This is an optimization exercise on Yosys and OpenROAD, whose aim is a short achievable clock period and few clock cycles, not a production implementation.
Only simulation tests tie the RTL to the original design; equivalence was not proved.
No driver is modelled on the clock port, so clocking that relies on it looks cheaper here than on a real chip.
Power is estimated from default activity; no workload was simulated.

==> flow/design.v <==
module alu
(
  input  [9:0]  op,         
  input  [31:0] operand1,
  input  [31:0] operand2,
  input  [4:0]  shift,      
  output [31:0] sum,        
  output        equal,      
  output        less_s,     
  output        less_u,     
  output [31:0] result
);
wire        sum_carry, diff_carry;
wire [31:0] diff_low;
prefix_adder add(.a(operand1), .b(operand2),  .carry_in(1'b0), .sum(sum),      .carry_out(sum_carry));
prefix_adder sub(.a(operand1), .b(~operand2), .carry_in(1'b1), .sum(diff_low), .carry_out(diff_carry));
wire [32:0] diff = {!diff_carry, diff_low};
assign equal  = operand1 == operand2;
assign less_u = diff[32];
assign less_s = (operand1[31] != operand2[31]) ? operand1[31] : diff[32];
wire [31:0] shift_left  = operand1 << shift;
wire [31:0] shift_right = {{32{op[9] & operand1[31]}}, operand1} >> shift;
assign result =
    ({32{op[0]}}  & sum)
  | ({32{op[1]}}  & diff[31:0])
  | ({32{op[2]}}  & {31'b0, less_s})
  | ({32{op[3]}} & {31'b0, less_u})
  | ({32{op[4]}}  & (operand1 ^ operand2))
  | ({32{op[5]}}   & (operand1 | operand2))
  | ({32{op[6]}}  & (operand1 & operand2))
  | ({32{op[7]}}  & shift_left)
  | ({32{op[8] | op[9]}} & shift_right);
endmodule
module prefix_adder
(
  input  [31:0] a,
  input  [31:0] b,
  input         carry_in,
  output [31:0] sum,
  output        carry_out
);
wire [31:0] p = a ^ b;
wire [31:0] g0 = a & b;
wire [31:0] gen  [0:5];
wire [31:0] prop [0:5];
assign gen[0]  = {g0[31:1], g0[0] | (p[0] & carry_in)};
assign prop[0] = p;
genvar l, i;
generate
  for (l = 0; l < 5; l = l + 1) begin : level
    for (i = 0; i < 32; i = i + 1) begin : column
      if (i >= (1 << l)) begin : merge
        assign gen[l+1][i]  = gen[l][i] | (prop[l][i] & gen[l][i - (1 << l)]);
        assign prop[l+1][i] = prop[l][i] & prop[l][i - (1 << l)];
      end else begin : pass
        assign gen[l+1][i]  = gen[l][i];
        assign prop[l+1][i] = prop[l][i];
      end
    end
  end
endgenerate
wire [31:0] carry = {gen[5][30:0], carry_in};
assign sum = p ^ carry;
assign carry_out = gen[5][31];
endmodule
module program_counter
#(parameter ENTRIES = 8)
(
  input clk,
  input rst,
  input  [29:0] next_pc,       
  output [29:0] pc,
  output [29:0] fetch_next,    
  output                predicted,
  output [ENTRIES-1:0]  predicted_entry,   
  output [29:0]         predicted_dest,
  input                 insert,            
  input  [29:0]         insert_pc,
  input  [29:0]         insert_dest,
  input  [ENTRIES-1:0]  invalidate         
);
reg [29:0] counter;
reg [ENTRIES-1:0] valid;
reg [29:0]        tag  [0:ENTRIES-1];
reg [29:0]        dest [0:ENTRIES-1];
reg [ENTRIES-1:0] next_entry;  
genvar k;
generate
  for (k = 0; k < ENTRIES; k = k + 1) begin : e
    assign predicted_entry[k] = valid[k] && tag[k] == counter;
  end
endgenerate
reg [29:0] dest_sel;
integer i;
always @* begin
  dest_sel = 0;
  for (i = 0; i < ENTRIES; i = i + 1)
    dest_sel = dest_sel | ({30{predicted_entry[i]}} & dest[i]);
end
assign predicted      = |predicted_entry;
assign predicted_dest = dest_sel;
assign fetch_next = predicted ? predicted_dest : counter + 1;
always @(posedge clk)
  if (rst)
    counter <= {28'hFF00000, 2'b00};  
  else
    counter <= next_pc;
reg               insert_q;
reg [29:0]        insert_pc_q, insert_dest_q;
reg [ENTRIES-1:0] invalidate_q;
always @(posedge clk) begin
  insert_pc_q   <= insert_pc;
  insert_dest_q <= insert_dest;
end
always @(posedge clk)
  if (rst) begin
    insert_q     <= 0;
    invalidate_q <= 0;
    valid        <= 0;
    next_entry   <= 1;
  end else begin
    insert_q     <= insert;
    invalidate_q <= invalidate;
    valid <= (valid & ~invalidate_q) | ({ENTRIES{insert_q}} & next_entry);
    if (insert_q)
      next_entry <= {next_entry[ENTRIES-2:0], next_entry[ENTRIES-1]};
  end
always @(posedge clk)
  for (i = 0; i < ENTRIES; i = i + 1)
    if (insert_q && next_entry[i]) begin
      tag[i]  <= insert_pc_q;
      dest[i] <= insert_dest_q;
    end
assign pc = counter;
endmodule
module register_file
(
  input clk,
  input [4:0] read_select_1,
  output [127:0] read_1,  
  input [4:0] read_select_2,
  output [127:0] read_2,
  input        write_enable,
  input [4:0]  write_select,  
  input [31:0] write
);
wire [31:0] regs [0:31];
assign regs[0] = 32'b0;
genvar i, b;
generate
  for (i = 1; i < 32; i = i + 1) begin : r
    reg [31:0] q;
    always @(posedge clk)
      if (write_enable && write_select == i)
        q <= write;
    assign regs[i] = q;
  end
  for (b = 0; b < 4; b = b + 1) begin : bank
    reg [31:0] out_1, out_2;
    integer k;
    always @* begin
      out_1 = 0;
      out_2 = 0;
      for (k = 8*b; k < 8*b + 8; k = k + 1) begin
        out_1 = out_1 | ({32{read_select_1 == k}} & regs[k]);
        out_2 = out_2 | ({32{read_select_2 == k}} & regs[k]);
      end
    end
    assign read_1[32*b +: 32] = out_1;
    assign read_2[32*b +: 32] = out_2;
  end
endgenerate
endmodule
module ad100_cpu
(
  input clk,
  input rst,  
  output     [29:0] addr_1,  
  input      [31:0] read_1,
  output     [29:0] addr_2,  
  input      [31:0] read_2,
  output reg [31:0] write_2,
  output reg        write_enable_1, write_enable_2, write_enable_3, write_enable_4
);
wire [29:0] program_counter;
reg  [29:0] fetch_address;
assign addr_1 = fetch_address;
wire [31:0] instruction = read_1;
wire [4:0] opcode1 = instruction[6:2];
wire [2:0] opcode2 = instruction[14:12];
wire       opcode3 = instruction[30];
wire [4:0] dest_reg  = instruction[11:7];
wire [4:0] src_reg_1 = instruction[19:15];
wire [4:0] src_reg_2 = instruction[24:20];
wire [31:0] immed_u = {instruction[31:12], 12'b0};                              
wire [31:0] immed_i = {{20{instruction[31]}}, instruction[31:20]};              
wire [31:0] immed_s = {{20{instruction[31]}}, instruction[31:25], instruction[11:7]};  
wire [29:0] jal_immed = {{11{instruction[31]}}, instruction[31], instruction[19:12], instruction[20], instruction[30:22]};
wire [29:0] b_immed   = {{19{instruction[31]}}, instruction[31], instruction[7], instruction[30:25], instruction[11:9]};
wire is_lui    = opcode1 == 5'b01101;
wire is_auipc  = opcode1 == 5'b00101;
wire is_jal    = opcode1 == 5'b11011;
wire is_jalr   = opcode1 == 5'b11001;
wire is_branch = opcode1 == 5'b11000;
wire is_load   = opcode1 == 5'b00000;
wire is_store  = opcode1 == 5'b01000;
wire is_opimm  = opcode1 == 5'b00100;
wire is_op     = opcode1 == 5'b01100;
wire uses_src_1 = is_jalr | is_branch | is_load | is_store | is_opimm | is_op;
wire uses_src_2 = is_branch | is_store | is_op;
wire writes_reg = (is_lui | is_auipc | is_jal | is_jalr | is_opimm | is_op) && dest_reg != 0;
wire loads_reg  = is_load && dest_reg != 0;
wire is_shift   = (is_op || is_opimm) && opcode2[1:0] == 2'b01;
reg [9:0] alu_op;
always @* begin
  alu_op = 0;
  if (is_op || is_opimm)
    case (opcode2)
      3'b000: if (is_op && opcode3) alu_op[1] = 1; else alu_op[0] = 1;  
      3'b010: alu_op[2] = 1;  
      3'b011: alu_op[3] = 1;  
      3'b100: alu_op[4] = 1;  
      3'b110: alu_op[5] = 1;  
      3'b111: alu_op[6] = 1;  
      3'b001: alu_op[7] = 1;  
      3'b101: if (opcode3) alu_op[9] = 1; else alu_op[8] = 1;  
    endcase
  else if (is_lui || is_auipc)
    alu_op[0] = 1;  
end
wire        use_immed = !(is_op || is_branch);
wire [31:0] immed = (is_lui || is_auipc) ? immed_u : is_store ? immed_s : immed_i;
wire [127:0] bank1;  
wire [127:0] bank2;  
reg        ex_valid;
reg [29:0] ex_pc;
reg [29:0] ex_link;         
reg [4:0]  ex_dest_reg;
reg        ex_writes_reg;   
reg        ex_loads_reg;
reg        ex_store;
reg        ex_jal, ex_jalr, ex_branch;
reg [2:0]  ex_funct3;
reg [9:0]  ex_alu_op;
reg [29:0] ex_jump_offset;
reg [127:0] ex_bank1, ex_bank2;
reg [31:0] ex_immed;
reg [6:0]  ex_src1;
reg [6:0]  ex_src2;
reg [6:0]  ex_srcs;         
reg [5:0]  ex_srcd;         
reg        ex_replay;       
reg        ex_predicted;    
reg [3:0]  ex_predicted_entry;
reg [29:0] ex_predicted_dest;
reg        mem_load;        
reg        wb_result;       
reg [4:0]  mem_dest_reg;
reg [2:0]  mem_load_type;
reg [1:0]  mem_byte;
reg [29:0] mem_addr;
reg [31:0] last_result;     
reg [31:0] last_write;      
wire ex_execute    = ex_valid && !ex_replay;
wire ex_writes_now = ex_execute && ex_writes_reg;
wire ex_loads_now  = ex_execute && ex_loads_reg;
wire rf_write      = wb_result || mem_load;
wire fwd_ex1 = ex_writes_now && src_reg_1 == ex_dest_reg;
wire fwd_rf1 = !fwd_ex1 && rf_write && src_reg_1 == mem_dest_reg;
wire fwd_ex2 = ex_writes_now && src_reg_2 == ex_dest_reg;
wire fwd_rf2 = !fwd_ex2 && rf_write && src_reg_2 == mem_dest_reg;
wire [3:0] bank_sel1 = 4'b1 << src_reg_1[4:3];
wire [3:0] bank_sel2 = 4'b1 << src_reg_2[4:3];
wire        redirect;
reg  [29:0] next_pc;
wire [29:0] fetch_next;
wire        predicted;
wire [3:0]  predicted_entry;
wire [29:0] predicted_dest;
always @(posedge clk) begin
  ex_valid       <= !rst && !redirect;
  ex_pc          <= program_counter;
  ex_link        <= program_counter + 1;
  ex_dest_reg    <= dest_reg;
  ex_writes_reg  <= writes_reg;
  ex_loads_reg   <= loads_reg;
  ex_store       <= is_store;
  ex_jal         <= is_jal;
  ex_jalr        <= is_jalr;
  ex_branch      <= is_branch;
  ex_funct3      <= opcode2;
  ex_alu_op      <= alu_op;
  ex_jump_offset <= is_jal ? jal_immed : b_immed;
  ex_bank1       <= bank1;
  ex_bank2       <= bank2;
  ex_immed       <= immed;
  ex_predicted       <= predicted;
  ex_predicted_entry <= predicted_entry;
  ex_predicted_dest  <= predicted_dest;
  ex_src1[3:0] <= {4{uses_src_1 && !fwd_ex1 && !fwd_rf1}} & bank_sel1;
  ex_src1[4]   <= uses_src_1 && fwd_ex1;
  ex_src1[5]   <= uses_src_1 && fwd_rf1;
  ex_src1[6]   <= is_auipc;
  ex_src2[3:0] <= {4{!use_immed && !fwd_ex2 && !fwd_rf2}} & bank_sel2;
  ex_src2[4]   <= !use_immed && fwd_ex2;
  ex_src2[5]   <= !use_immed && fwd_rf2;
  ex_src2[6]   <= use_immed;
  ex_srcs[3:0] <= {4{is_shift && !use_immed && !fwd_ex2 && !fwd_rf2}} & bank_sel2;
  ex_srcs[4]   <= is_shift && !use_immed && fwd_ex2;
  ex_srcs[5]   <= is_shift && !use_immed && fwd_rf2;
  ex_srcs[6]   <= is_shift && use_immed;
  ex_srcd[3:0] <= {4{!fwd_ex2 && !fwd_rf2}} & bank_sel2;
  ex_srcd[4]   <= fwd_ex2;
  ex_srcd[5]   <= fwd_rf2;
  ex_replay <= ex_loads_now &&
    ((uses_src_1 && src_reg_1 == ex_dest_reg) || (uses_src_2 && src_reg_2 == ex_dest_reg));
end
wire        btb_insert;
wire [29:0] btb_insert_dest;
wire [3:0]  btb_invalidate;
program_counter #(.ENTRIES(4)) prog_cnt(
  .clk(clk),
  .rst(rst),
  .next_pc(next_pc),
  .fetch_next(fetch_next),
  .pc(program_counter),
  .predicted(predicted),
  .predicted_entry(predicted_entry),
  .predicted_dest(predicted_dest),
  .insert(btb_insert),
  .insert_pc(ex_pc),
  .insert_dest(btb_insert_dest),
  .invalidate(btb_invalidate));
wire [31:0] operand1 =
    ({32{ex_src1[0]}} & ex_bank1[31:0])
  | ({32{ex_src1[1]}} & ex_bank1[63:32])
  | ({32{ex_src1[2]}} & ex_bank1[95:64])
  | ({32{ex_src1[3]}} & ex_bank1[127:96])
  | ({32{ex_src1[4]}} & last_result)
  | ({32{ex_src1[5]}} & last_write)
  | ({32{ex_src1[6]}} & {ex_pc, 2'b00});
wire [31:0] operand2 =
    ({32{ex_src2[0]}} & ex_bank2[31:0])
  | ({32{ex_src2[1]}} & ex_bank2[63:32])
  | ({32{ex_src2[2]}} & ex_bank2[95:64])
  | ({32{ex_src2[3]}} & ex_bank2[127:96])
  | ({32{ex_src2[4]}} & last_result)
  | ({32{ex_src2[5]}} & last_write)
  | ({32{ex_src2[6]}} & ex_immed);
wire [4:0] shift =
    ({5{ex_srcs[0]}} & ex_bank2[4:0])
  | ({5{ex_srcs[1]}} & ex_bank2[36:32])
  | ({5{ex_srcs[2]}} & ex_bank2[68:64])
  | ({5{ex_srcs[3]}} & ex_bank2[100:96])
  | ({5{ex_srcs[4]}} & last_result[4:0])
  | ({5{ex_srcs[5]}} & last_write[4:0])
  | ({5{ex_srcs[6]}} & ex_immed[4:0]);
wire [31:0] store_data =
    ({32{ex_srcd[0]}} & ex_bank2[31:0])
  | ({32{ex_srcd[1]}} & ex_bank2[63:32])
  | ({32{ex_srcd[2]}} & ex_bank2[95:64])
  | ({32{ex_srcd[3]}} & ex_bank2[127:96])
  | ({32{ex_srcd[4]}} & last_result)
  | ({32{ex_srcd[5]}} & last_write);
wire [31:0] sum;
wire        equal, less_s, less_u;
wire [31:0] alu_result;
alu alu(
  .op(ex_alu_op),
  .operand1(operand1),
  .operand2(operand2),
  .shift(shift),
  .sum(sum),
  .equal(equal),
  .less_s(less_s),
  .less_u(less_u),
  .result(alu_result));
reg branch_taken;
always @*
  case (ex_funct3)
    3'b000:    branch_taken = equal;
    3'b001:    branch_taken = !equal;
    3'b100:    branch_taken = less_s;
    3'b101:    branch_taken = !less_s;
    3'b110:   branch_taken = less_u;
    3'b111:   branch_taken = !less_u;
    default: branch_taken = 0;
  endcase
wire static_jump = ex_jal || (ex_branch && branch_taken);
wire [29:0] pc_jump_dest = ex_pc + ex_jump_offset;
wire predicted_right = ex_predicted && ex_predicted_dest == pc_jump_dest;
wire mispredict = ex_jalr || (static_jump ? !predicted_right : ex_predicted);
assign redirect = ex_valid && (ex_replay || mispredict);
wire [29:0] next_if_taken = predicted_right ? fetch_next : pc_jump_dest;
wire [29:0] next_if_not   = ex_predicted ? ex_link : fetch_next;
always @*
  if (!ex_valid)
    next_pc = fetch_next;
  else if (ex_replay)
    next_pc = ex_pc;
  else if (ex_jalr)
    next_pc = sum[31:2];
  else if (ex_jal)
    next_pc = next_if_taken;
  else if (ex_branch)
    next_pc = branch_taken ? next_if_taken : next_if_not;
  else
    next_pc = next_if_not;
wire next_fetch    = !ex_valid;
wire next_replay   = ex_valid && ex_replay;
wire next_jalr     = ex_valid && !ex_replay && ex_jalr;
wire next_taken    = ex_valid && !ex_replay && !ex_jalr && (ex_jal || (ex_branch && branch_taken));
wire next_not      = ex_valid && !ex_replay && !ex_jalr && !(ex_jal || (ex_branch && branch_taken));
wire [29:0] next_fetch_address =
    ({30{next_fetch}}  & fetch_next)
  | ({30{next_replay}} & ex_pc)
  | ({30{next_jalr}}   & sum[31:2])
  | ({30{next_taken}}  & next_if_taken)
  | ({30{next_not}}    & next_if_not);
always @(posedge clk)
  if (rst)
    fetch_address <= {28'hFF00000, 2'b00};  
  else
    fetch_address <= next_fetch_address;
assign btb_insert      = ex_execute && static_jump && !predicted_right;
assign btb_insert_dest = pc_jump_dest;
assign btb_invalidate  = {4{ex_execute && ex_predicted && !(static_jump && predicted_right)}} & ex_predicted_entry;
wire [31:0] write_reg_val =
    alu_result
  | ({32{ex_jal || ex_jalr}}  & {ex_link, 2'b00});
always @(posedge clk)
  last_result <= write_reg_val;
always @(posedge clk) begin
  mem_addr      <= sum[31:2];
  mem_byte      <= sum[1:0];
  mem_load_type <= ex_funct3;
  mem_dest_reg  <= ex_dest_reg;
  write_2       <= store_data;
  if (rst) begin
    mem_load       <= 0;
    wb_result      <= 0;
    write_enable_1 <= 0;
    write_enable_2 <= 0;
    write_enable_3 <= 0;
    write_enable_4 <= 0;
  end else begin
    mem_load       <= ex_loads_now;
    wb_result      <= ex_writes_now;
    write_enable_1 <= 0;
    write_enable_2 <= 0;
    write_enable_3 <= 0;
    write_enable_4 <= 0;
    if (ex_execute && ex_store)
      case (ex_funct3)
        3'b000:  
          case (sum[1:0])
            2'b00: write_enable_1 <= 1;
            2'b01: write_enable_2 <= 1;
            2'b10: write_enable_3 <= 1;
            2'b11: write_enable_4 <= 1;
          endcase
        3'b001:  
          case (sum[1])
            1'b0: begin write_enable_1 <= 1; write_enable_2 <= 1; end
            1'b1: begin write_enable_3 <= 1; write_enable_4 <= 1; end
          endcase
        3'b010: begin  
          write_enable_1 <= 1;
          write_enable_2 <= 1;
          write_enable_3 <= 1;
          write_enable_4 <= 1;
        end
      endcase
  end
end
assign addr_2 = mem_addr;
reg [31:0] load_val;
always @*
  case (mem_load_type)
    3'b000:
      case (mem_byte)
        2'b00: load_val = {{24{read_2[7]}},  read_2[7:0]};
        2'b01: load_val = {{24{read_2[15]}}, read_2[15:8]};
        2'b10: load_val = {{24{read_2[23]}}, read_2[23:16]};
        2'b11: load_val = {{24{read_2[31]}}, read_2[31:24]};
      endcase
    3'b001:
      case (mem_byte[1])
        1'b0: load_val = {{16{read_2[15]}}, read_2[15:0]};
        1'b1: load_val = {{16{read_2[31]}}, read_2[31:16]};
      endcase
    3'b100:
      case (mem_byte)
        2'b00: load_val = {24'b0, read_2[7:0]};
        2'b01: load_val = {24'b0, read_2[15:8]};
        2'b10: load_val = {24'b0, read_2[23:16]};
        2'b11: load_val = {24'b0, read_2[31:24]};
      endcase
    3'b101:
      case (mem_byte[1])
        1'b0: load_val = {16'b0, read_2[15:0]};
        1'b1: load_val = {16'b0, read_2[31:16]};
      endcase
    3'b010:     load_val = read_2;  
    default: load_val = 0;
  endcase
wire [31:0] write_val = mem_load ? load_val : last_result;
always @(posedge clk)
  last_write <= write_val;
register_file regfile(
  .clk(clk),
  .read_select_1(src_reg_1),
  .read_1(bank1),
  .read_select_2(src_reg_2),
  .read_2(bank2),
  .write_enable(rf_write),
  .write_select(mem_dest_reg),
  .write(write_val));
endmodule
==> flow/flow/run.sh <==
#!/bin/bash
# Own layout flow: the standard flow (standard.sh), with ORFS's delay
# cells (clkdlybuf4s*, dlygate*, dlymetal*) kept out of the physical steps,
# so that port buffers and wire repeaters are plain buffers:
#  - they are on the don't-use list of the steps after synthesis,
#  - buffer_ports is told to use buf_4 (it picks its cell itself),
#  - after the resize and CTS steps, any delay cell repair inserted anyway
#    is replaced by a plain buffer (swap_delay*.tcl).
# Synthesis runs unchanged first.
set -euo pipefail
HERE=$(pwd)
bash standard.sh synth > synth.log 2>&1
DELAY_CELLS=""
for c in clkdlybuf4s15_1 clkdlybuf4s15_2 clkdlybuf4s18_1 clkdlybuf4s18_2 \
         clkdlybuf4s25_1 clkdlybuf4s25_2 clkdlybuf4s50_1 clkdlybuf4s50_2 \
         dlygate4sd1_1 dlygate4sd2_1 dlygate4sd3_1 \
         dlymetal6s2s_1 dlymetal6s4s_1 dlymetal6s6s_1; do
  DELAY_CELLS="$DELAY_CELLS sky130_fd_sc_hd__$c"
done
export DONT_USE_CELLS="$DELAY_CELLS"
export BUFFER_PORTS_ARGS="-buffer_cell sky130_fd_sc_hd__buf_4"
export POST_RESIZE_TCL="$HERE/flow/swap_delay.tcl"
export POST_CTS_TCL="$HERE/flow/swap_delay_dp.tcl"
bash standard.sh finish > layout.log 2>&1
==> flow/flow/swap_delay.tcl <==
# Replace any delay cell that repair left in the design by a plain buffer of
# similar drive (the don't-use list does not reach every buffering step).
set swapped 0
foreach inst [[ord::get_db_block] getInsts] {
  set m [[$inst getMaster] getName]
  if {[regexp {^sky130_fd_sc_hd__(clkdlybuf4s[0-9]+|dlygate4sd[0-9]|dlymetal6s[0-9]s)_([0-9]+)$} $m -> kind size]} {
    set new [expr {$size >= 2 ? "sky130_fd_sc_hd__buf_4" : "sky130_fd_sc_hd__buf_2"}]
    replace_cell [$inst getName] $new
    incr swapped
  }
}
puts "swap_delay: replaced $swapped delay cells"
==> flow/flow/swap_delay_dp.tcl <==
# As swap_delay.tcl, for a step that has already legalized the placement:
# legalize again if anything changed.
source [file join [file dirname [info script]] swap_delay.tcl]
if {$swapped > 0} {
  detailed_placement
  check_placement -verbose
}
==> flow/standard.sh <==
#!/bin/bash
# synth_recipe.tcl (not shown) runs the flow's synth.tcl, then flattens the netlist and writes it again
# the make line also repeats each setting of config.mk as NAME=value (left out here)
make -C /OpenROAD-flow-scripts/flow DESIGN_CONFIG=/design/flow/config.mk WORK_HOME=/design/flow/orfs CLKGATE_MAP_FILE= SYNTH_SCRIPT=/design/flow/synth_recipe.tcl "${@:-finish}"
==> flow/config.mk <==
export PLATFORM = sky130hd
export DESIGN_NAME = ad100_cpu
export DESIGN_NICKNAME = ad100_cpu
export VERILOG_FILES = /design/flow/design.v
export SDC_FILE = /design/flow/constraint.sdc
export NUM_CORES = 4
export LEC_CHECK = 0
export CAP_MARGIN = 70
export CORE_MARGIN = 2
export CORE_UTILIZATION = 45
export SLEW_MARGIN = 70
==> flow/constraint.sdc <==
create_clock -name core_clock -period 20.0 [get_ports {clk}]
set_input_delay 4.0000 -clock core_clock [delete_from_list [all_inputs] [get_ports {clk}]]
set_output_delay 4.0000 -clock core_clock [all_outputs]
set_load 0.01 [all_outputs]
==> impl_metrics.yaml, run 1 <==
logic_synthesis:
  netlist.area_leader.share_pct: 44.5
  avgSynthCellArea_um2: 12.1
  synth-main-ff-cell: "edfxtp_1"
  synth_area_mm2: 0.0830
  synthDistinctLibCells: 88
  synth.largest_area_cell: "edfxtp_1"
  netlist_instances: 6848
  async_flop_share_pct: 0
  synth_edf_count: 1232
  ys_seq_elements: 1961
  syn_nets: 7043
  synth_area_leaders: "edfxtp_1 (45%), dfxtp_1 (18%), a22oi_1 (9.2%)"
  synth-seq-area-share_pct: 62.1
  yosysWarnings: 6
floorplanning:
  die_w_um: 434
  core_area_mm2: 0.183
  start_util_pct: 45.3
  fp.dieArea_mm2: 0.188
  ios: 162
  die_h_um: 434
  rows: 157
grt:
  grt.total_usage_pct: 38.1
  overflow: 0
  antenna_found_initial: 37
  first_global_vias: 61600
  grt_max_degree: 70
  grt_pass1_wl_mm: 496
routing:
  wire_per_inst_um: 37.8
  postRouteAntennaNets: 0
  routed_wl_mm: 367
  firstDrtPassIters: 12
  post_drt_via_cell_ratio: 6.91
  drc: 0
  num_vias: 67100
  drtIter0Drc: 12200
critical_path:
  path_cells: "buf_4 > buf_4 > a222oi_1 > buf_1 > and3_1 > buf_4 > inv_1 > ha_1 > or4_1 > nor4_2 > buf_1 > buf_2 > and2_1 > xnor2_1 > or4b_1 > o21ai_1 > nor2_2 > or3_1 > buf_6 > o21ai_0"
  r2r_end: "fetch_address[1]$_SDFF_PP0_"
  cp_data_required_time_ns: 20.71
  setup.worst_path.class: "reg -> reg"
  slowest_delay_ns: 0.60
  start_kind: "flop"
  crit_top_cell: "buf_4"
  cp-end-kind: "flop"
  ff2ff_path_depth: 20
  critPathSlowestCell: "or4_1"
  arrival_ns: 6.82
  r2r_slack_ns: 13.89
  worstPathMaxFanout: 38
  reg2reg_from: "ex_src1[2]$_DFF_P_"
sta:
  skew_ns: 0.0740
  fin_ws_ns: 13.89
  max_slew_margin_pct: 65.1
  drv_slew: 0
  finalHoldViolCount: 0
  fin_crit_sh_pct: 30.5
  rsz0062_at_grt: "no"
  fmax_ghz: 0.164
  fin_hold_ws_ns: 0.392
  setup-violations-final: 0
  finalWorstPathRequiredPeriod_ns: 6.11
  tns_ns: 0
  worst_pin_slew_ns: 0.522
finish:
  largest-register: "regfile.r.q"
  fin_cells: 9719
  drive_above_1_share_pct: 18.3
  largest_register_ff_count: 992
  final_util_pct: 53.7
  multiInputGateArea_mm2: 0.0310
  reg_top3: "regfile.r.q x992, ex_bank1 x128, ex_bank2 x128"
  n_fill_cell: 15400
  syn_to_final_growth_pct: 18.4
  ff_latch_area_mm2: 0.0517
  final_area_mm2: 0.0983
  finalNetCount: 7242
place:
  place_area_mm2: 0.0906
  port_buffers: 159
  routabilityCongestion: 1.04
  dp.cells: 9290
  place_worst_setup_slack_ns: 13.72
  dp_hpwl_mm: 241
power_and_ir_drop:
  power_mw: 9.35
  p_leak_nw: 34.2
  powerDensity_mw_per_mm2: 95.0
  ir_drop_v: 0.0000745
hold_path:
  hold_start: "ex_dest_reg[3]$_DFF_P_"
  hold_class: "reg -> reg"
  hold_end: "mem_dest_reg[3]$_DFF_P_"
  hold_depth: 0
status:
  outcome: "timing/DRC/antenna clean"
clock_tree:
  cts_tree: "built"
  clkTransAtPathRegs_ns: 0.06
  insertion_delay_ns: 0.88
  clock_sinks: 1961
job:
  drv.max_cap_violation_count: 0
[synthesized netlist by cell type (all sizes together) (13+ instances only)]
| master | n |
|---|---|
| o221ai | 21 |
| o21bai | 25 |
| mux2 | 16 |
| o31ai | 13 |
| nand2b | 32 |
| o21a | 18 |
| buf | 53 |
| ha | 126 |
| edfxtp | 1232 |
| a221o | 29 |
| or2 | 14 |
| a211oi | 47 |
| dfxtp | 729 |
| nor4 | 22 |
| nand2 | 361 |
| inv | 191 |
| a21o | 56 |
| a222oi | 186 |
| a221oi | 106 |
| xnor2 | 211 |
| o22ai | 50 |
| nor2b | 29 |
| mux2i | 106 |
| nor3 | 46 |
| clkbuf | 452 |
| a21oi | 262 |
| a22oi | 1014 |
| or3 | 13 |
| nand3 | 291 |
| o211ai | 39 |
| nor2 | 356 |
| and2 | 24 |
| o2111ai | 14 |
| o21ai | 184 |
| xor2 | 55 |
| a22o | 71 |
| and3 | 31 |
| nand4 | 178 |
[critical path: cells and delay by family, from the launching register on]
kind            cells  cell delay [ns]
compound gates      3             1.10
xor+xnor            1             0.08
fa+ha+maj           1             0.40
buf+inv             8             1.70
flops               1             0.30
simple gates        7             2.34
[where the power goes]
| group | internal (mW) | leakage, nW | total (mW) | switching, mW |
|---|---|---|---|---|
| combinational | 0.259 | 13.4 | 0.793 | 0.533 |
| sequential | 4.42 | 17.3 | 4.58 | 0.159 |
| clock | 2.31 | 3.41 | 3.98 | 1.67 |
[worst max path at each step]
stage | startpoint | to | depth (start not counted)
after global routing | ex_src1[5]$_DFF_P_ | fetch_address[1]$_SDFF_PP0_ | 17
final | ex_src1[2]$_DFF_P_ | fetch_address[1]$_SDFF_PP0_ | 20
after detailed placement | read_2[31] | regfile.r[27].q[14]$_DFFE_PP_ | 9
after floorplan | read_2[23] | regfile.r[10].q[21]$_DFFE_PP_ | 6
after global placement | ex_src1[0]$_DFF_P_ | fetch_address[14]$_SDFF_PP0_ | 15
[layer usage]
layer | up-vias | global-route usage [%] | routed length [µm]
met3 | 1135 | 12.7 | 48000
met2 | 5237 | 56.2 | 158000
li1 | 27400 | - | -
met5 | - | 1.04 | 234
met1 | 33300 | 47.1 | 131000
met4 | 22 | 26.0 | 30200
[kinds of logic (layout without fill, tap and decap cells)]
logic type               Yosys count  count (layout)  share of synthesized area, %
AO/OA/AOI/OAI                   2222            2222                          19.8
flip-flops                      1961            1961                          62.1
AND/OR/NAND/NOR                 1439            1439                          8.30
buffers and inverters            697            1072                          3.19
XOR/XNOR                         277             277                          3.11
adder cells (fa/ha/maj)          129             129                          1.97
multiplexers                     123             123                          1.52
other                              0              32                             0
[layout make-up]
cell class                      count  share of cell area [%]
Inverter                          192                   0.747
Clock inverter                    113                    1.58
Tap cell                         2464                    3.13
Antenna cell                       32                  0.0814
Clock buffer                      263                    5.61
Sequential cell                  1961                    52.6
Multi-Input combinational cell   4190                    31.5
Timing Repair Buffer              504                    4.73
[layout by cell type (no fill, tap or decap), drive strengths merged, types with 39 or more instances in the layout]
cell / n
o22ai: 50
inv: 199
buf: 496
mux2i: 106
a222oi: 186
edfxtp: 1232
xor2: 55
a21oi: 262
nor2: 356
a221oi: 106
dfxtp: 729
a22o: 71
nor3: 46
xnor2: 211
nand2: 361
a22oi: 1014
ha: 126
clkinv: 66
o21ai: 184
nand3: 291
a21o: 56
o211ai: 39
a211oi: 47
nand4: 178
clkbuf: 270
Testbench counts, summed over its fixed seeds: cycles 92,608.
==> run 2: changes to the inputs <==
--- a/flow/config.mk
+++ b/flow/config.mk
@@ -9,3 +9,3 @@
 export CORE_MARGIN = 2
-export CORE_UTILIZATION = 45
+export CORE_UTILIZATION = 40
 export SLEW_MARGIN = 70
==> run 2 against run 1 <==
Compared with the run above: sequential power hardly changed; total power down 1.7%; combinational power hardly changed.
==> impl_metrics.yaml, run 2 <==
logic_synthesis:
  synth_most_common_cell: "edfxtp_1"
  synth_edf_count: 1232
  netlist_instances: 6848
  synth.largest_area_cell: "edfxtp_1"
  async_flop_share_pct: 0
  synth-main-ff-cell: "edfxtp_1"
  ys_seq_elements: 1961
  avgSynthCellArea_um2: 12.1
  synthDistinctLibCells: 88
  synth_area_mm2: 0.0830
  synth-seq-area-share_pct: 62.1
  syn_nets: 7043
  synth_area_leaders: "edfxtp_1 (45%), dfxtp_1 (18%), a22oi_1 (9.2%)"
  netlist.area_leader.share_pct: 44.5
  synthTopCellsByCount: "edfxtp_1 (1,232), a22oi_1 (1,014), dfxtp_1 (729), clkbuf_1 (451), nand2_1 (361)"
  yosysWarnings: 6
status:
  outcome: "timing/DRC/antenna clean"
floorplanning:
  start_util_pct: 40.2
  fp.dieArea_mm2: 0.211
  core_area_mm2: 0.207
  rows: 167
  die_w_um: 460
  ios: 162
  die_h_um: 460
finish:
  n_fill_cell: 18100
  finalNetCount: 7232
  largest-register: "regfile.r.q"
  final_common_cell: "edfxtp_1"
  final_cell_mix: "edfxtp_1 (1,232), a22oi_1 (1,002), dfxtp_1 (642)"
  largest_register_ff_count: 992
  syn_to_final_growth_pct: 18.3
  reg_top3: "regfile.r.q x992, ex_bank1 x128, ex_bank2 x128"
  drive_above_1_share_pct: 18.0
sta:
  fin_hold_ws_ns: 0.390
  fin_ws_ns: 13.78
  skew_ns: 0.0775
  tns_ns: 0
  max_slew_margin_pct: 66.4
  drv_slew: 0
  finalHoldViolCount: 0
  worst_pin_slew_ns: 0.490
  setup-violations-final: 0
  rsz0062_at_grt: "no"
  fmax_ghz: 0.161
  fin_crit_sh_pct: 31.1
  finalWorstPathRequiredPeriod_ns: 6.22
critical_path:
  path_cells: "buf_6 > a222oi_1 > buf_1 > buf_1 > buf_2 > and3_2 > inv_1 > ha_1 > or4_1 > nor4_2 > buf_2 > buf_1 > and2_1 > xnor2_1 > or4b_1 > o21ai_1 > nor2_2 > or3_1 > buf_4 > o21ai_1"
  cp-end-kind: "flop"
  crit_top_cell: "buf_1"
  worstPathMaxFanout: 38
  cp_data_required_time_ns: 20.70
  setup.worst_path.class: "reg -> reg"
  crit_family: "simple AND/OR/NAND/NOR gates"
  start_kind: "flop"
  arrival_ns: 6.92
  critPathSlowestCell: "or4_1"
  worst-path-buf-inv: 8
  slowest_delay_ns: 0.66
grt:
  grtUsageMet2_pct: 49.6
  overflow: 0
  grt_util_met1_pct: 41.8
  antenna_found_initial: 42
  busiest_layer: "met2"
  grt_pass1_wl_mm: 498
  first_global_vias: 61900
  grt_max_degree: 59
  grt.total_usage_pct: 33.7
  use_met3_pct: 12.3
place:
  port_buffers: 159
  routabilityCongestion: 1.01
  place_worst_setup_slack_ns: 13.61
  dp_hpwl_mm: 244
job:
  drv.max_cap_violation_count: 0
routing:
  drc: 0
  drtIter0Drc: 12000
  num_vias: 66700
  wire_per_inst_um: 37.0
  postRouteAntennaNets: 0
  firstDrtPassIters: 17
  routed_wl_mm: 368
  post_drt_via_cell_ratio: 6.71
clock_tree:
  insertion_delay_ns: 0.90
  cts_tree: "built"
  clkTransAtPathRegs_ns: 0.06
  clock_sinks: 1961
power_and_ir_drop:
  ir_drop_v: 0.0000991
  p_leak_nw: 34.1
  power_mw: 9.19
  powerDensity_mw_per_mm2: 93.5
hold_path:
  hold_class: "reg -> reg"
-- run 2: cell counts after synthesis --
Identical to the previous run, type by type.
-- run 2: stage by stage --
stage / util [%] / instance area, µm² / cells
3_5_place_dp: 44.0 / 90800 / 9527
6_report: 47.6 / 98300 / 9943
5_1_grt: 47.5 / 98200 / 9923
3_3_place_gp: 42.5 / 87900 / 9414
2_1_floorplan: - / 83000 / 6848
-- run 2: final timing paths --
| kind | from | endpoint | slack (ns) | cells after the start |
|---|---|---|---|---|
| worst max-delay path | ex_src1[0]$_DFF_P_ | fetch_address[3]$_SDFF_PP0_ | 13.78 | 20 |
| worst min-delay path | ex_dest_reg[4]$_DFF_P_ | mem_dest_reg[4]$_DFF_P_ | 0.39 | 0 |
| worst min register to register | ex_dest_reg[4]$_DFF_P_ | mem_dest_reg[4]$_DFF_P_ | 0.39 | 0 |
| worst max register to register | ex_src1[0]$_DFF_P_ | fetch_address[3]$_SDFF_PP0_ | 13.78 | 20 |
-- run 2: power breakdown --
part	total [mW]	switching [mW]	internal (mW)
logic	0.792	0.536	0.256
registers	4.58	0.159	4.42
clock network	3.82	1.63	2.19
-- run 2: routing by layer --
metal	vias up	wire length [µm]	part of all wire [%]
li1	27400	-	-
met1	33200	132000	36
met2	5102	157000	43
met3	1037	50400	14
met4	22	28200	7.7
met5	-	134	0.036
-- run 2: logic make-up (layout without fill, tap and decap cells) --
group	after synthesis	count (layout)	synth area share (%)
buffers and inverters	697	1056	3.19
DFF	1961	1961	62.1
other	0	32	0
AOI/OAI and AO/OA	2222	2222	19.8
adders and majority gates	129	129	1.97
muxes	123	123	1.52
xor gates and xnor gates	277	277	3.11
and+or+nand+nor	1439	1439	8.30
-- run 2: area by class of cell --
| class | count | area, µm² | area share [%] |
|---|---|---|---|
| Sequential cell | 1961 | 51700 | 52.6 |
| Multi-Input combinational cell | 4190 | 31100 | 31.6 |
| Clock buffer | 265 | 5540 | 5.64 |
| Timing Repair Buffer | 497 | 4560 | 4.64 |
| Tap cell | 2704 | 3380 | 3.44 |
| Clock inverter | 102 | 1180 | 1.20 |
| Inverter | 192 | 724 | 0.737 |
| Antenna cell | 32 | 80.1 | 0.0815 |
-- run 2: worst reg2reg max path: stages (launching register included) --
cell      delay, ns
dfxtp_1        0.31
buf_6          0.23
a222oi_1       0.38
buf_1          0.20
buf_1          0.20
buf_2          0.18
and3_2         0.34
inv_1          0.13
ha_1           0.45
or4_1          0.66
nor4_2         0.39
buf_2          0.23
buf_1          0.15
and2_1         0.19
xnor2_1        0.07
or4b_1         0.49
o21ai_1        0.24
nor2_2         0.16
or3_1          0.37
buf_4          0.27
o21ai_1        0.42
==> run 3: changes to the inputs <==
--- a/flow/config.mk
+++ b/flow/config.mk
@@ -7,5 +7,5 @@
 export LEC_CHECK = 0
-export CAP_MARGIN = 70
+export CAP_MARGIN = 80
 export CORE_MARGIN = 2
 export CORE_UTILIZATION = 40
-export SLEW_MARGIN = 70
+export SLEW_MARGIN = 80
==> run 3 against run 2 <==
Compared with the run above: worst setup slack improved by 0.13 ns; critical path depth increased by 5; first-iteration DRC count increased by 2.3%; sequential share of layout area fell by 4.3 points; largest cell class unchanged; largest power group unchanged.
==> impl_metrics.yaml, run 3 <==
routing:
  drc: 0
  wire_per_inst_um: 36.2
  routed_wl_mm: 377
  post_drt_via_cell_ratio: 6.66
  firstDrtPassIters: 12
  postRouteAntennaNets: 0
  num_vias: 69400
  drtIter0Drc: 12300
critical_path:
  arrival_ns: 6.88
  critPathSlowestCell: "or4_1"
  setup.worst_path.class: "reg -> reg"
  slowest_delay_ns: 0.61
  crit_family: "buffers and inverters"
  cp_data_required_time_ns: 20.78
  start_kind: "flop"
  crit_top_cell: "buf_1"
  worst-path-buf-inv: 13
  reg2reg_from: "ex_src1[3]$_DFF_P_"
  crit_start: "ex_src1[3]$_DFF_P_"
  cp-end-kind: "flop"
  worstPathMaxFanout: 18
place:
  routabilityCongestion: 1.01
  dp_hpwl_mm: 272
  place_area_mm2: 0.0988
  port_buffers: 159
grt:
  grt.total_usage_pct: 34.6
  first_global_vias: 64600
  overflow: 0
  grt_pass1_wl_mm: 513
  antenna_found_initial: 47
  grt_max_degree: 39
logic_synthesis:
  synth-seq-area-share_pct: 62.1
  synthSimpleGateAreaFrac_pct: 8.30
  syn_nets: 7043
  netlist_instances: 6848
  synth_area_leaders: "edfxtp_1 (45%), dfxtp_1 (18%), a22oi_1 (9.2%)"
  synth.largest_area_cell: "edfxtp_1"
  synthXorXnorAreaFrac_pct: 3.11
  netlist.area_leader.share_pct: 44.5
  synth_top_family_by_area: "compound AO/OA/AOI/OAI gates"
  synth_mux_area_share_pct: 1.52
  synth_area_mm2: 0.0830
  synth_compound_area_share_pct: 19.8
  ys_seq_elements: 1961
  synth-main-ff-cell: "edfxtp_1"
  synth_most_common_cell: "edfxtp_1"
  avgSynthCellArea_um2: 12.1
  synthDistinctLibCells: 88
  synthTopCellsByCount: "edfxtp_1 (1,232), a22oi_1 (1,014), dfxtp_1 (729), clkbuf_1 (451), nand2_1 (361)"
  yosysWarnings: 6
  synth_edf_count: 1232
  synthAdderAreaFrac_pct: 1.97
  async_flop_share_pct: 0
sta:
  max_slew_margin_pct: 68.0
  finalWorstPathRequiredPeriod_ns: 6.10
  setup-violations-final: 0
  skew_ns: 0.0830
  tns_ns: 0
  worst_pin_slew_ns: 0.480
  rsz0062_at_grt: "no"
  fmax_ghz: 0.164
  drv_slew: 0
  finalHoldViolCount: 0
  fin_crit_sh_pct: 30.5
finish:
  final_common_cell: "edfxtp_1"
  reg_top3: "regfile.r.q x992, ex_bank1 x128, ex_bank2 x128"
  largest-register: "regfile.r.q"
  final_area_mm2: 0.107
  drive_above_1_share_pct: 26.5
  final_cell_mix: "edfxtp_1 (1,232), a22oi_1 (987), dfxtp_1 (547)"
  largest_register_ff_count: 992
  syn_to_final_growth_pct: 29.4
  finalNetCount: 7706
floorplanning:
  start_util_pct: 40.2
  die_h_um: 460
  rows: 167
  fp.dieArea_mm2: 0.211
  die_w_um: 460
  core_area_mm2: 0.207
  ios: 162
hold_path:
  hold_start: "ex_dest_reg[2]$_DFF_P_"
  hold_class: "reg -> reg"
power_and_ir_drop:
  p_leak_nw: 37.4
  ir_drop_v: 0.0000908
  powerDensity_mw_per_mm2: 85.9
clock_tree:
  cts_tree: "built"
  clkTransAtPathRegs_ns: 0.06
  insertion_delay_ns: 0.87
  clock_sinks: 1961
status:
  outcome: "timing/DRC/antenna clean"
job:
  drv.max_cap_violation_count: 0
run 3: cell count changes in the layout (fill, tap and decap cells not counted), moves of 52 or more:
cell	before	now
buf_6	107	29
o21ai_0	145	93
buf_2	50	137
buf_1	33	153
buf_16	11	114
buf_8	42	175
buf_12	7	68
dfxtp_1	642	547
run 3: cell type report:
cell class | count | area [µm²]
Antenna cell | 31 | 77.6
Clock buffer | 288 | 5650
Clock inverter | 83 | 906
Fill cell | 17100 | 99200
Inverter | 192 | 734
Multi-Input combinational cell | 4190 | 33700
Sequential cell | 1961 | 52000
Tap cell | 2704 | 3380
Timing Repair Buffer | 971 | 11000
run 3: final timing paths:
path                            cells past startpoint                            to  slack (ns)
worst min-delay path                                0       mem_dest_reg[2]$_DFF_P_        0.39
worst max register to register                     25  fetch_address[29]$_SDFF_PP1_       13.90
worst min register to register                      0       mem_dest_reg[2]$_DFF_P_        0.39
worst max-delay path                               25  fetch_address[29]$_SDFF_PP1_       13.90
run 3: per-stage QoR:
stage               cells  utilization [%]  hold WS [ns]  setup WS (ns)  power [mW]
finish              10400             52.0         0.391          13.90        9.24
global route        10400             52.0         0.409          13.92        9.43
detailed placement   9924             47.8         0.383          13.77        5.50
global placement     9414             42.5         0.393          12.41        5.34
floorplan            6848                -         0.329          13.03        4.93
run 3: metal layers:
metal	part of all wire, %	GRT usage, %	up-vias
met5	0.042	0	-
li1	-	-	28400
met3	14	12.7	1240
met2	43	51.2	5297
met4	8.1	22.7	18
met1	35	42.3	34400
run 3: power by group:
group | internal (mW) | switching (mW)
Sequential | 4.42 | 0.164
Clock | 2.12 | 1.61
Combinational | 0.335 | 0.584
Total | 6.88 | 2.36
run 3: logic make-up after synthesis:
| group | Yosys count |
|---|---|
| buffers and inverters | 697 |
| adders and majority gates | 129 |
| DFF | 1961 |
| xor gates and xnor gates | 277 |
| AOI/OAI and AO/OA | 2222 |
| and+or+nand+nor | 1439 |
| muxes | 123 |
==> run 4: changes to the inputs <==
--- a/flow/config.mk
+++ b/flow/config.mk
@@ -9,3 +9,3 @@
 export CORE_MARGIN = 2
-export CORE_UTILIZATION = 40
+export CORE_UTILIZATION = 45
 export SLEW_MARGIN = 80
==> run 4 against run 3 <==
Compared with the run above: utilization rose by 6.6 points; global-route usage rose by 4.4 points; design area barely moved; die area fell by 11%; critical path depth fell by 1; non-clock buffer count fell by 23; total power rose by 0.65%.
==> impl_metrics.yaml, run 4 <==
routing:
  num_vias: 69200
  postRouteAntennaNets: 0
  drc: 0
  firstDrtPassIters: 12
  drtIter0Drc: 12500
  post_drt_via_cell_ratio: 6.81
  routed_wl_mm: 375
  wire_per_inst_um: 37.0
clock_tree:
  cts_tree: "built"
  clock_sinks: 1961
  insertion_delay_ns: 0.90
  clkTransAtPathRegs_ns: 0.06
logic_synthesis:
  synthTopCellsByCount: "edfxtp_1 (1,232), a22oi_1 (1,014), dfxtp_1 (729), clkbuf_1 (451), nand2_1 (361)"
  syn_nets: 7043
  synth_area_mm2: 0.0830
  netlist_instances: 6848
  synth.largest_area_cell: "edfxtp_1"
  ys_seq_elements: 1961
  async_flop_share_pct: 0
  synthDistinctLibCells: 88
  synth_area_leaders: "edfxtp_1 (45%), dfxtp_1 (18%), a22oi_1 (9.2%)"
  yosysWarnings: 6
  netlist.area_leader.share_pct: 44.5
  synth-main-ff-cell: "edfxtp_1"
  avgSynthCellArea_um2: 12.1
  synth_most_common_cell: "edfxtp_1"
  synth-seq-area-share_pct: 62.1
  synth_edf_count: 1232
grt:
  grt_util_met1_pct: 47.2
  busiest_layer: "met2"
  first_global_vias: 64300
  overflow: 0
  grtUsageMet2_pct: 57.6
  grt_max_degree: 44
  use_met3_pct: 13.7
  grt.total_usage_pct: 39.0
  antenna_found_initial: 35
  grt_pass1_wl_mm: 509
sta:
  setup-violations-final: 0
  max_slew_margin_pct: 68.0
  worst_pin_slew_ns: 0.479
  rsz0062_at_grt: "no"
  skew_ns: 0.0831
  drv_slew: 0
  fin_crit_sh_pct: 29.3
  tns_ns: 0
  fmax_ghz: 0.170
  finalHoldViolCount: 0
  finalWorstPathRequiredPeriod_ns: 5.87
finish:
  final_util_pct: 58.6
  n_fill_cell: 14500
  reg_top3: "regfile.r.q x992, ex_bank1 x128, ex_bank2 x128"
  final_common_cell: "edfxtp_1"
  syn_to_final_growth_pct: 29.4
  finalNetCount: 7685
  largest_register_ff_count: 992
  final_area_mm2: 0.107
  drive_above_1_share_pct: 26.8
  largest-register: "regfile.r.q"
  final_cell_mix: "edfxtp_1 (1,232), a22oi_1 (989), dfxtp_1 (542)"
place:
  port_buffers: 159
  routabilityCongestion: 1.04
  place_area_mm2: 0.0989
  dp_hpwl_mm: 268
critical_path:
  setup.worst_path.class: "reg -> reg"
  start_kind: "flop"
  worstPathMaxFanout: 13
  ff2ff_path_depth: 24
  cp_data_required_time_ns: 20.71
  arrival_ns: 6.57
  cp-end-kind: "flop"
power_and_ir_drop:
  powerDensity_mw_per_mm2: 86.5
  p_leak_nw: 37.5
  ir_drop_v: 0.0000877
job:
  drv.max_cap_violation_count: 0
hold_path:
  hold_depth: 0
  hold_class: "reg -> reg"
floorplanning:
  start_util_pct: 45.3
  die_h_um: 434
  rows: 157
  ios: 162
  fp.dieArea_mm2: 0.188
  die_w_um: 434
  core_area_mm2: 0.183
status:
  outcome: "timing/DRC/antenna clean"
run 4: cell count changes in the layout (fill, tap and decap cells not counted), sizes merged, moves of 4 or more:
cell | previous run | this run
diode | 31 | 27
clkdlybuf4s50 | 29 | 23
clkinv | 55 | 62
buf | 895 | 884
clkbuf | 313 | 301
inv | 201 | 205
run 4: routing by layer:
| metal | wire [µm] | vias up | part of all wire, % |
|---|---|---|---|
| met5 | 272 | - | 0.072 |
| met4 | 34000 | 30 | 9.1 |
| met3 | 51300 | 1339 | 14 |
| met2 | 160000 | 5402 | 43 |
| met1 | 130000 | 34000 | 35 |
| li1 | - | 28400 | - |
run 4: logic make-up (layout without fill, tap and decap cells):
family	Yosys count	in the layout	share of synthesized area, %
AO/OA/AOI/OAI	2222	2222	19.8
XOR/XNOR	277	277	3.11
adder cells (fa/ha/maj)	129	129	1.97
buffers and inverters	697	1516	3.19
flip-flops	1961	1961	62.1
multiplexers	123	123	1.52
other	0	27	0
AND/OR/NAND/NOR	1439	1439	8.30
run 4: through the flow:
step	power (mW)	worst slack [ns]	cells	hold WS, ns
5_1_grt	9.50	13.94	10100	0.391
2_1_floorplan	4.93	13.03	6848	0.329
3_3_place_gp	5.33	12.38	9185	0.379
3_5_place_dp	5.50	13.63	9678	0.374
6_report	9.29	14.13	10200	0.382
run 4: layout make-up:
type | instances | area, µm² | share of cell area [%]
Clock buffer | 280 | 5630 | 5.24
Inverter | 192 | 752 | 0.700
Sequential cell | 1961 | 52000 | 48.4
Tap cell | 2464 | 3080 | 2.87
Timing Repair Buffer | 948 | 11000 | 10.3
Antenna cell | 27 | 67.6 | 0.0629
Multi-Input combinational cell | 4190 | 33800 | 31.5
Clock inverter | 96 | 1110 | 1.04
run 4: final timing paths:
path | startpoint | end | slack, ns
min reg2reg | ex_dest_reg[2]$_DFF_P_ | mem_dest_reg[2]$_DFF_P_ | 0.38
max reg2reg | ex_src1[6]$_DFF_P_ | fetch_address[25]$_SDFF_PP1_ | 14.13
min | ex_dest_reg[2]$_DFF_P_ | mem_dest_reg[2]$_DFF_P_ | 0.38
max | ex_src1[6]$_DFF_P_ | fetch_address[25]$_SDFF_PP1_ | 14.13
run 4: worst max-delay path: stages, from the launching register on:
cell	delay, ns
dfxtp_1	0.32
buf_8	0.16
buf_16	0.17
buf_8	0.16
a222oi_1	0.26
buf_2	0.18
buf_1	0.14
buf_1	0.14
buf_1	0.16
buf_1	0.16
nand3_4	0.18
ha_2	0.41
a2111oi_2	0.38
o21a_2	0.29
o21ai_0	0.16
a21o_1	0.28
o41a_1	0.44
and3_1	0.30
o41ai_4	0.24
buf_2	0.18
xnor2_2	0.10
buf_1	0.20
buf_1	0.19
a221oi_1	0.32
o21ai_1	0.18
run 4: power by group:
part | switching (mW) | leakage [nW] | internal (mW)
Combinational | 0.585 | 16.8 | 0.335
Clock | 1.65 | 3.28 | 2.15
Sequential | 0.163 | 17.4 | 4.42
Total | 2.39 | 37.5 | 6.90
==> run 5: changes to the inputs <==
--- a/flow/config.mk
+++ b/flow/config.mk
@@ -9,3 +9,3 @@
 export CORE_MARGIN = 2
-export CORE_UTILIZATION = 45
+export CORE_UTILIZATION = 50
 export SLEW_MARGIN = 80
==> run 5 against run 4 <==
Compared with the run above: now fails the layout checks on antenna violations; non-clock buffer count rose by 17; critical endpoint is now prog_cnt.counter[26]$_SDFF_PP1_; design area fell by 0.68%; sequential power hardly changed; critical path depth unchanged; fmax is 3.5% lower; largest cell class unchanged.
==> impl_metrics.yaml, run 5 <==
status:
  outcome: "finished with violations"
  so_faults: "antenna violations"
finish:
  ff_latch_area_mm2: 0.0519
  largest-register: "regfile.r.q"
  reg_top3: "regfile.r.q x992, ex_bank1 x128, ex_bank2 x128"
  final_util_pct: 64.7
  multiInputGateArea_mm2: 0.0336
  finalNetCount: 7701
  drive_above_1_share_pct: 26.1
  final_cell_mix: "edfxtp_1 (1,232), a22oi_1 (996), dfxtp_1 (569)"
  n_fill_cell: 12300
  final_common_cell: "edfxtp_1"
  largest_register_ff_count: 992
  syn_to_final_growth_pct: 28.5
logic_synthesis:
  syn_nets: 7043
  synthDistinctLibCells: 88
  async_flop_share_pct: 0
  netlist.area_leader.share_pct: 44.5
  synth_edf_count: 1232
  synth-main-ff-cell: "edfxtp_1"
  synth_most_common_cell: "edfxtp_1"
  synth-seq-area-share_pct: 62.1
  synth_area_mm2: 0.0830
  synthTopCellsByCount: "edfxtp_1 (1,232), a22oi_1 (1,014), dfxtp_1 (729), clkbuf_1 (451), nand2_1 (361)"
  avgSynthCellArea_um2: 12.1
  netlist_instances: 6848
  yosysWarnings: 6
  synth_area_leaders: "edfxtp_1 (45%), dfxtp_1 (18%), a22oi_1 (9.2%)"
  synth.largest_area_cell: "edfxtp_1"
  ys_seq_elements: 1961
critical_path:
  cp_data_required_time_ns: 20.74
  arrival_ns: 6.82
  path_cells: "buf_6 > buf_8 > a22oi_2 > buf_1 > buf_4 > nand3_2 > ha_1 > fa_1 > a21oi_1 > o21bai_2 > a2111oi_2 > buf_1 > buf_2 > o21bai_2 > a311o_2 > a211oi_4 > buf_4 > nor2_4 > a21o_1 > a21oi_1 > xnor2_2 > buf_1 > buf_1 > a221o_1"
  worst-path-buf-inv: 9
  slowest_delay_ns: 0.55
  cp-end-kind: "flop"
  worstPathMaxFanout: 18
  critPathSlowestCell: "fa_1"
  start_kind: "flop"
  crit_family: "compound AO/OA/AOI/OAI gates"
  crit_top_cell: "buf_1"
  setup.worst_path.class: "reg -> reg"
power_and_ir_drop:
  swShare_pct: 25.3
  powerDensity_mw_per_mm2: 86.9
  combPwrFrac_pct: 9.8
  power.share.sequential_pct: 49.2
  p_switching_mw: 2.34
  power_frac_clock_pct: 40.9
  p_leak_nw: 37.5
  internal_power_mw: 6.93
  ir_drop_v: 0.000102
place:
  port_buffers: 159
  dp_hpwl_mm: 271
  routabilityCongestion: 1.03
floorplanning:
  die_h_um: 412
  start_util_pct: 50.3
  fp.dieArea_mm2: 0.169
  core_area_mm2: 0.165
  rows: 149
  die_w_um: 412
  ios: 162
sta:
  finalWorstPathRequiredPeriod_ns: 6.08
  rsz0062_at_grt: "no"
  max_slew_margin_pct: 74.7
  worst_pin_slew_ns: 0.379
  fin_crit_sh_pct: 30.4
  finalHoldViolCount: 0
  drv_slew: 0
  tns_ns: 0
  setup-violations-final: 0
  fmax_ghz: 0.164
  skew_ns: 0.0313
grt:
  first_global_vias: 64000
  antenna_found_initial: 25
  grt_max_degree: 39
  overflow: 0
  grt_pass1_wl_mm: 507
  grt.total_usage_pct: 43.1
routing:
  drc: 0
  wire_per_inst_um: 37.9
  routed_wl_mm: 375
  postRouteAntennaNets: 1
  num_vias: 69100
  firstDrtPassIters: 31
  drtIter0Drc: 12600
  post_drt_via_cell_ratio: 6.98
hold_path:
  hold_class: "reg -> reg"
clock_tree:
  clkTransAtPathRegs_ns: 0.06
  cts_tree: "built"
  insertion_delay_ns: 0.88
  clock_sinks: 1961
job:
  drv.max_cap_violation_count: 0
[run 5: cell counts after synthesis]
Identical to the previous run, type by type.
[run 5: kinds of logic (layout without fill, tap and decap cells)]
logic type	after synthesis	in the layout	synth area share, %
compound gates	2222	2222	19.8
flops	1961	1961	62.1
simple gates	1439	1439	8.30
buf+inv	697	1531	3.19
xor+xnor	277	277	3.11
fa+ha+maj	129	129	1.97
mux	123	123	1.52
other cells	0	23	0
[run 5: power by group through the flow]
stage                     clock, mW  sequential, mW  combinational, mW
after global placement            0            4.63              0.700
after detailed placement          0            4.63              0.854
after floorplan                   0            4.55              0.373
final                          3.80            4.56              0.913
after global routing           3.96            4.56              0.942
[run 5: final cells by class]
| cell class | count | area share, % |
|---|---|---|
| flip-flops and latches | 1961 | 48.6 |
| multi-input cells | 4190 | 31.5 |
| repair buffers | 965 | 10.3 |
| clock buffers | 293 | 5.38 |
| well taps | 2189 | 2.57 |
| clock inverters | 81 | 0.885 |
| inverters | 192 | 0.694 |
| diodes | 23 | 0.0539 |
[run 5: worst paths after layout]
kind	start	end	slack, ns	depth (start not counted)
worst max-delay path	ex_src1[1]$_DFF_P_	prog_cnt.counter[26]$_SDFF_PP1_	13.92	24
worst min-delay path	ex_dest_reg[1]$_DFF_P_	mem_dest_reg[1]$_DFF_P_	0.39	0
worst min register to register	ex_dest_reg[1]$_DFF_P_	mem_dest_reg[1]$_DFF_P_	0.39	0
worst max register to register	ex_src1[1]$_DFF_P_	prog_cnt.counter[26]$_SDFF_PP1_	13.92	24
[run 5: metrics by stage]
step	cell area (µm²)	power (mW)	hold slack [ns]	std cells	setup WS, ns
3_3_place_gp	87600	5.33	0.383	8926	12.55
6_report	107000	9.27	0.394	9894	13.92
2_1_floorplan	83000	4.93	0.329	6848	13.03
3_5_place_dp	98500	5.49	0.377	9431	13.31
5_1_grt	107000	9.47	0.401	9871	13.93
[run 5: metal layers]
| layer | routed length, µm | GRT usage, % | part of all wire (%) | up-vias |
|---|---|---|---|---|
| li1 | - | - | - | 28400 |
| met1 | 130000 | 53.3 | 35 | 34200 |
| met2 | 162000 | 64.6 | 43 | 5280 |
| met3 | 49900 | 14.1 | 13 | 1200 |
| met4 | 32100 | 28.5 | 8.6 | 20 |
| met5 | 134 | 0.113 | 0.036 | - |
[run 5: worst reg2reg max path, cell delays in order, from the launching register on]
cell       delay, ns
dfxtp_1         0.31
buf_6           0.19
buf_8           0.23
a22oi_2         0.23
buf_1           0.26
buf_4           0.22
nand3_2         0.17
ha_1            0.32
fa_1            0.55
a21oi_1         0.27
o21bai_2        0.15
a2111oi_2       0.37
buf_1           0.23
buf_2           0.15
o21bai_2        0.10
a311o_2         0.46
a211oi_4        0.26
buf_4           0.17
nor2_4          0.06
a21o_1          0.18
a21oi_1         0.25
xnor2_2         0.13
buf_1           0.20
buf_1           0.18
a221o_1         0.35

==> re-timing with driven ports <==
How much do the figures lean on ideal ports? The routed layouts below were timed once more, with nothing changed but the port constraints. Step 1 assumes that a clkbuf_16 drives the clock port and a buf_2 every other input. Step 2 also shifts input and output timing later by t, the mid clock arrival at the registers, as if the neighbouring blocks saw the same clock. Slacks: ideal / step 1 / step 2; pairs: ideal / step 1.
run	t, ns	setup WS [ns]	worst register clock-pin slew, ns
run 1	0.934	13.893 / 13.893 / 13.614	0.07 / 0.07
run 2	0.956	13.778 / 13.778 / 13.571	0.08 / 0.08
run 3	0.921	13.904 / 13.904 / 13.602	0.07 / 0.07
run 4	0.947	14.135 / 14.135 / 13.523	0.07 / 0.07
run 5	0.958	13.919 / 13.919 / 13.158	0.07 / 0.07
The setup slack of run 5, which loses most, moves by 0.000 ns with the drivers and by -0.761 ns with both steps.
